This is an optimization exercise on Yosys and OpenROAD, whose aim is small area, a short achievable clock period and few clock cycles, not a production implementation. The RTL was checked by simulation tests, not by an equivalence proof against the original design. No activity file was given, so power comes from the tool's default toggle rates.

==> flow/design.v <==
module lc3(
	input clk,
	input rst,
	output memReq,
	output [15:0] memAddr,
	input memValid,
	input [15:0] memData,
	input [2:0] regSelExt,
	output [15:0] regOutExt,
	output reg NVal,
	output reg ZVal,
	output reg PVal);
	reg started;       
	reg vec;           
	reg ev;            
	reg xJMP;          
	reg [15:0] IR;     
	reg [15:0] A;      
	reg [127:0] R;     
	function [15:0] rd;
		input [127:0] rf;
		input [7:0] s;
		integer k;
		begin
			rd = 16'd0;
			for (k = 0; k < 8; k = k + 1)
				rd = rd | ({16{s[k]}} & rf[16*k +: 16]);
		end
	endfunction
	function [15:0] add16;
		input [15:0] x;
		input [15:0] y;
		reg [15:0] g, p, gn, pn;
		integer lvl, k;
		begin
			g = x & y;
			p = x ^ y;
			for (lvl = 1; lvl < 16; lvl = lvl * 2) begin
				gn = g;
				pn = p;
				for (k = lvl; k < 16; k = k + 1) begin
					gn[k] = g[k] | (p[k] & g[k - lvl]);
					pn[k] = p[k] & p[k - lvl];
				end
				g = gn;
				p = pn;
			end
			add16 = x ^ y ^ {g[14:0], 1'b0};
		end
	endfunction
	function [7:0] dec;
		input [2:0] s;
		dec = 8'd1 << s;
	endfunction
	wire resp = memValid & ~vec;                  
	wire mJMP  = ~memData[13] & ~memData[12];
	wire mTRAP =  memData[13] &  memData[12];
	wire [3:0] op = IR[15:12];
	wire isTRAP =  op[1] &  op[0];
	wire isNOT  = ~op[1] &  op[3];
	wire isAND  = ~op[1] & ~op[3] & op[2];
	reg isLEA, useImm;
	reg [7:0] s1, s2;
	always @(posedge clk) begin
		isLEA <= memData[13] & ~memData[12];
		useImm <= memData[5] | (memData[13] & ~memData[12]);
		s1 <= (memData[13] & ~memData[12]) ? 8'd0 : dec(memData[8:6]);
		s2 <= dec(memData[2:0]);
	end
	wire [15:0] a = rd(R, s1) | ({16{isLEA}} & A);
	wire [15:0] r2 = rd(R, s2);
	wire [15:0] imm = isLEA ? {{7{IR[8]}}, IR[8:0]} : {{11{IR[4]}}, IR[4:0]};
	wire [15:0] b = useImm ? imm : r2;
	wire [15:0] sum = add16(a, b);
	wire [15:0] aInc = A + 16'd1;
	wire selSum = ~rst & ~isTRAP & ~isNOT & ~isAND;
	wire [15:0] other = rst ? 16'd0
	                  : isTRAP ? aInc
	                  : isNOT ? ~a
	                  : (a & b);
	wire [15:0] wd = selSum ? sum : other;
	wire [2:0] wdr = isTRAP ? 3'd7 : IR[11:9];
	wire we = ev & (op[1] | op[0]);
	wire ldCC = ev & (op[1] ^ op[0]);
	wire [15:0] R7 = R[127:112];
	wire retNow = (memData[8:6] == 3'd7) & ~(we & (wdr == 3'd7));
	assign memReq = ~started | xJMP | (memValid & (vec | ~mJMP | retNow));
	wire selMD  = vec | (~xJMP & started & mTRAP);  
	wire selA   = ~vec & xJMP;                       
	wire selR7  = ~vec & ~xJMP & started & mJMP;     
	wire selInc = ~vec & ~xJMP & ~(started & (mTRAP | mJMP));
	assign memAddr = ({16{selMD}} & {memData[15:8] & {8{vec}}, memData[7:0]})
	               | ({16{selA}} & a)
	               | ({16{selR7}} & R7)
	               | ({16{selInc}} & aInc);
	assign regOutExt = rd(R, dec(regSelExt));
	always @(posedge clk) begin
		if (rst) begin
			started <= 1'b0;
			vec <= 1'b0;
			ev <= 1'b0;
			xJMP <= 1'b0;
			A <= 16'hFFFF;
		end else begin
			started <= 1'b1;
			ev <= resp;
			xJMP <= resp & mJMP & ~retNow;
			if (memValid)
				vec <= ~vec & mTRAP;
			if (memReq & ~(resp & mTRAP))
				A <= memAddr;
		end
	end
	always @(posedge clk)
		IR <= memData;
	genvar i;
	generate
		for (i = 0; i < 8; i = i + 1) begin : regs
			always @(posedge clk)
				if (rst || (we && wdr == i))
					R[16*i +: 16] <= wd;
		end
	endgenerate
	reg ccp;           
	reg ccN;
	reg [3:0] ccZ;
	always @(posedge clk) begin
		ccN <= wd[15];
		ccZ <= {~|wd[15:12], ~|wd[11:8], ~|wd[7:4], ~|wd[3:0]};
	end
	wire zres = &ccZ;
	always @(posedge clk) begin
		if (rst) begin
			ccp <= 1'b0;
			NVal <= 1'b0;
			ZVal <= 1'b0;
			PVal <= 1'b0;
		end else begin
			ccp <= ldCC;
			if (ccp) begin
				NVal <= ccN;
				ZVal <= zres;
				PVal <= ~ccN & ~zres;
			end
		end
	end
endmodule
clock: 6.0 ns
lec_check: 0
cap_margin: 20
core_margin: 2
core_utilization: 55
place_density: 0.75
setup_slack_margin: 2.5
slew_margin: 20
tns_end_percent: 10
standard.sh (not shown) runs the stock make flow with config.mk's settings and CLKGATE_MAP_FILE= SYNTH_SCRIPT=/design/flow/synth_recipe.tcl, a recipe that flattens the netlist after the stock synthesis.
==> flow/flow/run.sh <==
#!/bin/bash
# The standard layout (the standard.sh, every ORFS step unchanged), except
# that the port buffers that ORFS's global placement inserts are buf_4 cells
# instead of the cell buffer_ports picks by itself (a slow delay buffer).
# make's full output goes to standard.log in this folder; ORFS's own per-step
# logs are under orfs/logs/.
set -euo pipefail
export BUFFER_PORTS_ARGS="-buffer_cell sky130_fd_sc_hd__buf_4"
bash standard.sh "BUFFER_PORTS_ARGS=-buffer_cell sky130_fd_sc_hd__buf_4" finish > standard.log 2>&1
Testbench counts at the start, summed over its fixed seeds: cycles 12,904.
Rerun with:
==> flow/design.v (replaced) <==
module lc3(
	input clk,
	input rst,
	output memReq,
	output [15:0] memAddr,
	input memValid,
	input [15:0] memData,
	input [2:0] regSelExt,
	output [15:0] regOutExt,
	output reg NVal,
	output reg ZVal,
	output reg PVal);
	reg started;       
	reg vec;           
	reg ev;            
	reg [15:0] IR;     
	reg [15:0] A;      
	reg [127:0] R;     
	function [15:0] rd;
		input [127:0] rf;
		input [7:0] s;
		integer k;
		begin
			rd = 16'd0;
			for (k = 0; k < 8; k = k + 1)
				rd = rd | ({16{s[k]}} & rf[16*k +: 16]);
		end
	endfunction
	function [7:0] dec;
		input [2:0] s;
		dec = 8'd1 << s;
	endfunction
	wire resp = memValid & ~vec;                  
	wire mJMP  = ~memData[13] & ~memData[12];
	wire mTRAP =  memData[13] &  memData[12];
	wire [3:0] op = IR[15:12];
	wire xJMP   = ev & ~op[1] & ~op[0];
	wire isTRAP =  op[1] &  op[0];
	wire isNOT  = ~op[1] &  op[3];
	wire isAND  = ~op[1] & ~op[3] & op[2];
	reg isLEA;
	reg [7:0] s1, s2;
	always @(posedge clk) begin
		isLEA <= memData[13] & ~memData[12];
		s1 <= (memData[13] & ~memData[12]) ? 8'd0 : dec(memData[8:6]);
		s2 <= dec(memData[2:0]);
	end
	wire [15:0] a = rd(R, s1) | ({16{isLEA}} & A);
	wire [15:0] r2 = rd(R, s2);
	wire [15:0] imm = isLEA ? {{7{IR[8]}}, IR[8:0]} : {{11{IR[4]}}, IR[4:0]};
	wire [15:0] b = (IR[5] | isLEA) ? imm : r2;
	wire [15:0] sum = a + b;
	wire [15:0] aInc = A + 16'd1;
	wire selSum = ~rst & ~isTRAP & ~isNOT & ~isAND;
	wire [15:0] other = rst ? 16'd0
	                  : isTRAP ? aInc
	                  : isNOT ? ~a
	                  : (a & b);
	wire [15:0] wd = selSum ? sum : other;
	wire [2:0] wdr = isTRAP ? 3'd7 : IR[11:9];
	wire we = ev & (op[1] | op[0]);
	wire ldCC = ev & (op[1] ^ op[0]);
	assign memReq = ~started | xJMP | (memValid & (vec | ~mJMP));
	assign memAddr = vec ? memData
	               : xJMP ? a
	               : (started & mTRAP) ? {8'h00, memData[7:0]}
	               : aInc;
	assign regOutExt = rd(R, dec(regSelExt));
	always @(posedge clk) begin
		if (rst) begin
			started <= 1'b0;
			vec <= 1'b0;
			ev <= 1'b0;
			A <= 16'hFFFF;
		end else begin
			started <= 1'b1;
			ev <= resp;
			if (memValid)
				vec <= ~vec & mTRAP;
			if (memReq & ~(resp & mTRAP))
				A <= memAddr;
		end
	end
	always @(posedge clk)
		IR <= memData;
	genvar i;
	generate
		for (i = 0; i < 8; i = i + 1) begin : regs
			always @(posedge clk)
				if (rst || (we && wdr == i))
					R[16*i +: 16] <= wd;
		end
	endgenerate
	reg ccp;           
	reg ccN;
	reg [3:0] ccZ;
	always @(posedge clk) begin
		ccN <= wd[15];
		ccZ <= {~|wd[15:12], ~|wd[11:8], ~|wd[7:4], ~|wd[3:0]};
	end
	wire zres = &ccZ;
	always @(posedge clk) begin
		if (rst) begin
			ccp <= 1'b0;
			NVal <= 1'b0;
			ZVal <= 1'b0;
			PVal <= 1'b0;
		end else begin
			ccp <= ldCC;
			if (ccp) begin
				NVal <= ccN;
				ZVal <= zres;
				PVal <= ~ccN & ~zres;
			end
		end
	end
endmodule
Outcome: Sequential cell count went down by 2. Wire length went up by a little under a tenth. Hold slack improved by 0.026 ns. Total power goes up by a few percent. Cell area came out higher by a little under a tenth. Clock-buffer cell count goes down by 1. Worst setup slack gets better by 0.072 ns. Final cell count increases by a few percent. Critical path depth falls by 6. Sequential power is about the same. Register-to-register slack is better by 0.21 ns. Global-route usage is higher by 1.2 points.
Testbench counts after the change, summed over its fixed seeds: cycles 13,268.

[separate check: timing with driven ports]
Ports are ideal in the flow. The routed layouts listed here were re-timed in OpenROAD.
Step 1: set_driving_cell puts a clkbuf_16 on clk and a buf_2 on each other input, an assumption about the parent block.
Step 2 adds t to the input delays and takes it off the output delays; t is the mean of the earliest and latest rising clock arrival at the registers after step 1. Input paths then give back, and output paths get back, about the clock's delay inside the block.
a / b / c = ideal ports / drivers / drivers and shift; a / b = the first two.
| run | t, ns | setup slack, ns | worst setup path after step 2 | latest minus earliest clock arrival (ns) | cell pins on the clock port's net |
|---|---|---|---|---|---|
| the first run | 0.490 | 2.193 / 2.193 / 1.870 | input to register | 0.012 / 0.012 | 1 |
| the second run | 0.488 | 2.266 / 2.168 / 1.991 | input to register | 0.012 / 0.012 | 1 |
After both steps every run listed still meets setup and hold. The setup slack of the first run, which loses most, moves by 0.000 ns with the drivers and by -0.323 ns with both steps.
